Source: an optimization exercise on an open RTL-to-GDS flow (aim: small area). Production flows keep margins and buffers that such runs may drop. The RTL was checked by simulation tests, not by an equivalence proof against the original design. Power is estimated from default activity; no workload was simulated.

==> flow/design.v <==
`timescale 1ns / 1ps
module Soft_Processor(
    output [7:0] LED,
    output [6:0] SEGMENT,
    output reg CTRL,
    input [7:0] SWITCH,
    input [2:0] BUTTON,
    input SYSCLK,
    input RST
);
    wire step, step_next;
    wire reset_all, reset_all_next;
    wire pc_acc_reset, pc_acc_reset_next;
    debounce STEP ( .clk(SYSCLK), .reset(RST), .button_in(BUTTON[0]), .button_out(step), .button_next(step_next));
    debounce RESET (.clk(SYSCLK), .reset(RST), .button_in(BUTTON[1]), .button_out(reset_all), .button_next(reset_all_next));
    debounce RESET_PC_ACC (.clk(SYSCLK), .reset(RST), .button_in(BUTTON[2]), .button_out(pc_acc_reset), .button_next(pc_acc_reset_next));
    reg [3:0] ACC;
    reg [3:0] PC;
    reg [3:0] R [0:15];
    reg carry;
    wire [7:0] rom_instr;
    Instruction_ROM ROM (.pc(PC), .instr(rom_instr));
    wire use_rom = (SWITCH[7:4] == 4'h0);
    wire [7:0] current_instr = use_rom ? rom_instr : SWITCH;
    wire [3:0] opcode = current_instr[7:4];
    wire [3:0] operand = current_instr[3:0];
    reg [2:0] count;
    localparam [2:0] desired = 3'd5;  
    always @(posedge SYSCLK) begin
        if (RST) begin
            CTRL <= 1'b0;
            count <= 3'd0;
        end else if (count == desired) begin
            CTRL <= ~CTRL;
            count <= 3'd0;
        end else begin
            count <= count + 3'd1;
        end
    end
    wire step_edge = step_next & ~step;
    integer i;
    always @ (posedge SYSCLK) begin
       if (RST || reset_all_next) begin
            ACC <= 0;
            PC <= 0;
            carry <= 0;
            for (i = 0; i < 16; i = i + 1) begin
                R[i] <= 4'b0;
            end
       end else if (pc_acc_reset_next) begin
            ACC <= 0;
            PC  <= 0;
       end else if (step_edge) begin
            case(opcode)
                4'h0: ;
                4'h1: ACC <= R[operand];
                4'h2: R[operand] <= ACC;
                4'h3: {carry, ACC} <= ACC + R[operand];
                4'h4: {carry, ACC} <= ACC - R[operand];
                4'h5: ACC <= ACC & R[operand];
                4'h6: ACC <= ACC | R[operand];
                4'h7: ACC <= operand;
                4'h8: {carry, ACC} <= ACC + operand;
                4'h9: {carry, ACC} <= ACC - operand;
                4'hA: PC <= operand;
                4'hB: if (!(ACC == 4'h0)) PC <= operand;
                4'hC: if (ACC == 4'h0) PC <= operand;
                4'hD: if (!carry) PC <= operand;
                4'hE: if (carry) PC <= operand;
                4'hF: ;  
                default: ;
            endcase
            if (!(opcode == 4'hA || (opcode == 4'hB && !(ACC == 4'h0)) || (opcode == 4'hC && (ACC == 4'h0))
            || (opcode == 4'hD && !carry) || (opcode == 4'hE && carry) || opcode == 4'hF)) begin
                PC <= PC + 1;
            end
        end
    end
    wire [6:0] left;
    wire [6:0] right;
    SevenSegDisp LeftDisp (.segment(left), .value(operand));
    SevenSegDisp RightDisp (.segment(right), .value(R[operand]));
    wire [6:0] L_zero;
    wire [6:0] R_zero;
    SevenSegDisp Zero (.segment(L_zero), .value(4'd0));
    SevenSegDisp R_Zero (.segment(R_zero), .value(R[0]));
    wire [6:0] left_seg = use_rom ? L_zero : left;
    wire [6:0] right_seg = use_rom ? R_zero : right;
    assign LED[7:4] = PC;
    assign LED[3:0] = ACC;
    assign SEGMENT = CTRL ? left_seg : right_seg;
endmodule
module Instruction_ROM (
    input [3:0] pc,
    output reg [7:0] instr
);
    always @(*) begin
        case (pc)
            4'b0000: instr = 8'b0001_0000;  
            4'b0001: instr = 8'b1000_0001;  
            4'b0010: instr = 8'b0010_0000;  
            4'b0011: instr = 8'b1011_0000;  
            default: instr = 8'b1111_1111;  
        endcase
    end
endmodule
module SevenSegDisp(
    output reg [6:0] segment,
    input [3:0] value
);
    always @(*) begin
        case(value)
            4'b0000: segment = 7'b1111110;
            4'b0001: segment = 7'b0110000;
            4'b0010: segment = 7'b1101101;
            4'b0011: segment = 7'b1111001;
            4'b0100: segment = 7'b0110011;
            4'b0101: segment = 7'b1011011;
            4'b0110: segment = 7'b1011111;
            4'b0111: segment = 7'b1110000;
            4'b1000: segment = 7'b1111111;
            4'b1001: segment = 7'b1110011;
            4'b1010: segment = 7'b1110111;
            4'b1011: segment = 7'b0011111;
            4'b1100: segment = 7'b0001101;
            4'b1101: segment = 7'b0111101;
            4'b1110: segment = 7'b1001111;
            4'b1111: segment = 7'b1000111;
            default: segment = 7'b0000000;
        endcase
    end
endmodule
module debounce(
    input clk,
    input reset,         
    input button_in,
    output button_out,
    output button_next   
);
    wire slow_clk_en;
    wire Q1, Q2, Q2_bar, Q0;
    clock_enable u1(
        .Clk_100M(clk),
        .reset(reset),
        .slow_clk_en(slow_clk_en)
    );
    my_dff_en d0(
        .DFF_CLOCK(clk),
        .reset(reset),
        .clock_enable(slow_clk_en),
        .D(button_in),
        .Q(Q0)
    );
    my_dff_en d1(
        .DFF_CLOCK(clk),
        .reset(reset),
        .clock_enable(slow_clk_en),
        .D(Q0),
        .Q(Q1)
    );
    my_dff_en d2(
        .DFF_CLOCK(clk),
        .reset(reset),
        .clock_enable(slow_clk_en),
        .D(Q1),
        .Q(Q2)
    );
    assign Q2_bar = ~Q2;
    assign button_out = Q1 & Q2_bar;
    assign button_next = reset ? 1'b0 : (slow_clk_en ? (Q0 & ~Q1) : button_out);
endmodule
module clock_enable(
    input Clk_100M,
    input reset,         
    output slow_clk_en
);
    reg [2:0] counter;
    localparam [2:0] desired = 3'd5;  
    always @(posedge Clk_100M) begin
        if (reset) begin
            counter <= 3'd0;
        end else begin
            counter <= (counter >= desired) ? 3'd0 : counter + 3'd1;
        end
    end
    assign slow_clk_en = (counter == desired) ? 1'b1 : 1'b0;
endmodule
module my_dff_en(
    input DFF_CLOCK,
    input reset,         
    input clock_enable,
    input D,
    output reg Q
);
    always @(posedge DFF_CLOCK) begin
        if (reset) begin
            Q <= 1'b0;
        end else if (clock_enable) begin
            Q <= D;
        end
    end
endmodule
==> flow/run.sh <==
#!/bin/bash
# synth_recipe.tcl (not shown) runs the flow's synth.tcl, then flattens the netlist and writes it again
# the make line also repeats each setting of config.mk as NAME=value (left out here)
make -C /OpenROAD-flow-scripts/flow DESIGN_CONFIG=/design/flow/config.mk WORK_HOME=/design/flow/orfs CLKGATE_MAP_FILE= SYNTH_SCRIPT=/design/flow/synth_recipe.tcl finish
==> flow/config.mk <==
export PLATFORM = sky130hd
export DESIGN_NAME = Soft_Processor
export DESIGN_NICKNAME = Soft_Processor
export VERILOG_FILES = /design/flow/design.v
export SDC_FILE = /design/flow/constraint.sdc
export NUM_CORES = 4
export LEC_CHECK = 0
export CAP_MARGIN = 20
export CORE_MARGIN = 2
export CORE_UTILIZATION = 40
export SLEW_MARGIN = 20
==> flow/constraint.sdc <==
create_clock -name core_clock -period 10.0 [get_ports {SYSCLK}]
set_input_delay 2.0000 -clock core_clock [delete_from_list [all_inputs] [get_ports {SYSCLK}]]
set_output_delay 2.0000 -clock core_clock [all_outputs]
set_load 0.01 [all_outputs]
==> flow_summary.yaml <==
status:
  status: "finished clean"
final_layout:
  final_cell_mix: "nor3_1 (89), edfxtp_1 (64), nand2_1 (57)"
  syn2layout_area_growth_pct: 10.34
  n_antenna_cell: 0
  mostFrequentLayoutCell: "nor3_1"
  final_area_um2: 7239
  fin_nets: 797
  postLayoutCoreUtil_pct: 45.41
  drive_gt1_share_pct: 6.267
placement:
  dpl_cell_area_um2: 6962
  io_buffers: 28
  dpl.hpwl_mm: 13.35
  gp_congestion: 0.9505
pwr:
  vdd_drop_max_mv: 0.09662
  power_density_nw_per_um2: 133.2
  leakagePower_nw: 2.558
clock_tree:
  cts_tree: "built"
  clockBufferDepth: 2
  cts_htree_levels: 3
  hold_buffers: 0
  cts_setup_buffers: 0
  clockRootBuffer: "clkbuf_16"
  clock-sinks: 94
  insertion_delay_ns: 0.36
  clk_pin_slew_worst_paths_ns: 0.07
  cts_resized: 0
  cts_buffers: 9
grt:
  gr-total-overflow: 0
  met2_usage_pct: 34.72
  grt_antenna_before_repair: 0
  grt_max_degree: 24
  grt_pass1_wl_mm: 29.06
  track_usage_pct: 21.05
  grt_util_met3_pct: 3.230
  grtUsageMet1_pct: 27.80
  grt-busiest-layer: "met2"
  grt_pass1_vias: 5490
sta:
  skew_ns: 0.01733
  final_max_slew_viol_count: 0
  fin_setup_tns_ns: 0
  rsz0062_at_grt: "false"
  worst_slew_pin_slew_ns: 0.9124
  fmax_ghz: 0.1110
  fin_crit_ns: 9.006
  whs_ns: 0.4591
  finalHoldViolations: 0
  fin_crit_sh_pct: 90.06
  finalSetupViolCount: 0
  slew_headroom_pct: 38.80
drt:
  firstDrtPassIters: 6
  wl_mm: 18.37
  detail_route.vias_per_cell: 5.987
  drtAntennaViolNets: 0
  drc: 0
  wl_per_cell_um: 19.33
  vias: 5688
  drt-initial-drc-count: 494
yosys:
  ys_types: 72
  synth-seq-cells: 94
  yosysWarnings: 5
  avgSynthCellArea_um2: 8.951
  netlist_instances: 733
  yosys-top-cells-area: "edfxtp_1 (29%), ha_1 (9.9%), dfxtp_1 (9.2%)"
  seq_area_frac_synth_pct: 38.44
  async_flop_share_pct: 0
  syn_area_um2: 6561
  ys.flop_type: "edfxtp_1"
  synth_edf_count: 64
  yosysTopAreaCellShare_pct: 29.29
  netlist.top_cell.by_area: "edfxtp_1"
  synthesis.nets: 801
die:
  die_w_um: 132.1
  die_y_um: 132.1
  core_area_um2: 15940
  io_pins: 29
  initial_utilization_pct: 41.16
  fp.dieArea_um2: 17440
  rows: 46
critical_path:
  critPathMaxFanout: 18
  path_class: "in -> out"
  endpoint_kind: "primary output"
  cp.arrival_ns: 7.01
  worstPathRequired_ns: 8.00
  start_kind: "input port"
hold_path:
  hp-class: "reg -> reg"
flow_run:
  drv_cap: 0
-- area by class of cell --
cell class | instances | area (µm²)
clock buffer | 10 | 229.0
clock inverter | 6 | 48.80
fill | 1549 | 8703
inverter | 39 | 146.4
multi-input combinational | 550 | 3690
sequential | 94 | 2522
tap | 216 | 270.3
timing repair buffer | 35 | 332.8
-- where the power goes --
part	internal, mW	switching [mW]
clock network	0.173	0.159
logic	0.0750	0.120
registers	0.427	0.00944
-- worst max-delay path, stage by stage --
cell and delay [ns]:
clkdlybuf4s50_1 0.56, nor4_4 0.54, nor2_1 0.15, nor2_2 0.68, inv_2 0.32, a211oi_1 0.26, a31o_2 0.17, o32ai_1 0.09
nor2_1 0.44, inv_1 0.24, ha_1 0.37, inv_1 0.05, mux2i_1 0.14, o22ai_1 0.10, a221oi_1 0.31, clkdlybuf4s50_1 0.59
-- routing by layer --
layer	share of wire [%]	up-vias
met5	0	-
met4	2.4	0
met3	5.5	34
met2	47	208
met1	45	2713
li1	-	2733
-- metrics by stage --
step                instances  power [mW]  worst slack (ns)
CTS                       950      0.9661             1.015
floorplan                 733      0.5753             2.799
finish                    950      0.9643            0.9937
global route              950       1.003            0.6256
detailed placement        934      0.6375             1.034
global placement          934      0.6314             1.243
-- synthesized netlist by cell type (8+ instances only) --
library cell / number
nor3_1: 89
edfxtp_1: 64
nand2_1: 57
ha_1: 52
clkbuf_1: 42
a21oi_1: 41
o21ai_0: 40
nor2_1: 36
dfxtp_1: 30
inv_1: 30
a211oi_1: 28
nand3_1: 18
and3_1: 16
mux2i_1: 14
a21boi_0: 9
nand2b_1: 9
o31ai_1: 9
a31oi_1: 8
-- state kept, by name (all words and copies together) (netlist names) --
| name | flops |
|---|---|
| R | 64 |
| STEP.d0.Q | 1 |
| ACC | 4 |
| RESET.d0.Q | 1 |
| RESET.d2.Q | 1 |
| RESET.d1.Q | 1 |
| STEP.u1.counter | 3 |
| RESET.u1.counter | 3 |
| PC | 4 |
| RESET_PC_ACC.d1.Q | 1 |
| RESET_PC_ACC.u1.counter | 3 |
| RESET_PC_ACC.d2.Q | 1 |
| carry | 1 |
| STEP.d1.Q | 1 |
| RESET_PC_ACC.d0.Q | 1 |
| CTRL | 1 |
| count | 3 |
-- kinds of logic after synthesis --
group	after synthesis	synth area share, %
adder cells (fa/ha/maj)	55	10.83
buffers and inverters	89	5.511
AND/OR/NAND/NOR	278	22.01
XOR/XNOR	5	0.6674
flip-flops	94	38.44
AO/OA/AOI/OAI	197	20.06
multiplexers	15	2.479
-- final timing paths --
check / to / depth (start not counted) / slack, ns / startpoint
max reg2reg: ACC[1] / 18 / 4.75 / PC[0]
max: SEGMENT[3] / 16 / 0.99 / SWITCH[4]
min: count[0] / 1 / 0.46 / count[0]
min reg2reg: count[0] / 1 / 0.46 / count[0]

port drivers added, routing unchanged:
In the flow no input, the clock included, has a driving cell. The finished layout below was timed again as built, in two steps.
Step 1, drivers: a clkbuf_16 drives SYSCLK and a buf_2 each remaining input, both assumed.
Step 2 also shifts input and output timing later by t, the mid clock arrival at the registers, as if the neighbouring blocks saw the same clock.
Slacks: ideal / step 1 / step 2; pairs: ideal / step 1.
t, ns: 0.394
setup slack, ns: 0.994 / 0.971 / 0.971
hold WS [ns]: 0.459 / 0.459 / 0.459
worst data-port slew with drivers (ns): 0.03
After both steps setup and hold are still met in this run. The setup slack of this run moves by -0.023 ns with the drivers and by -0.023 ns with both steps.
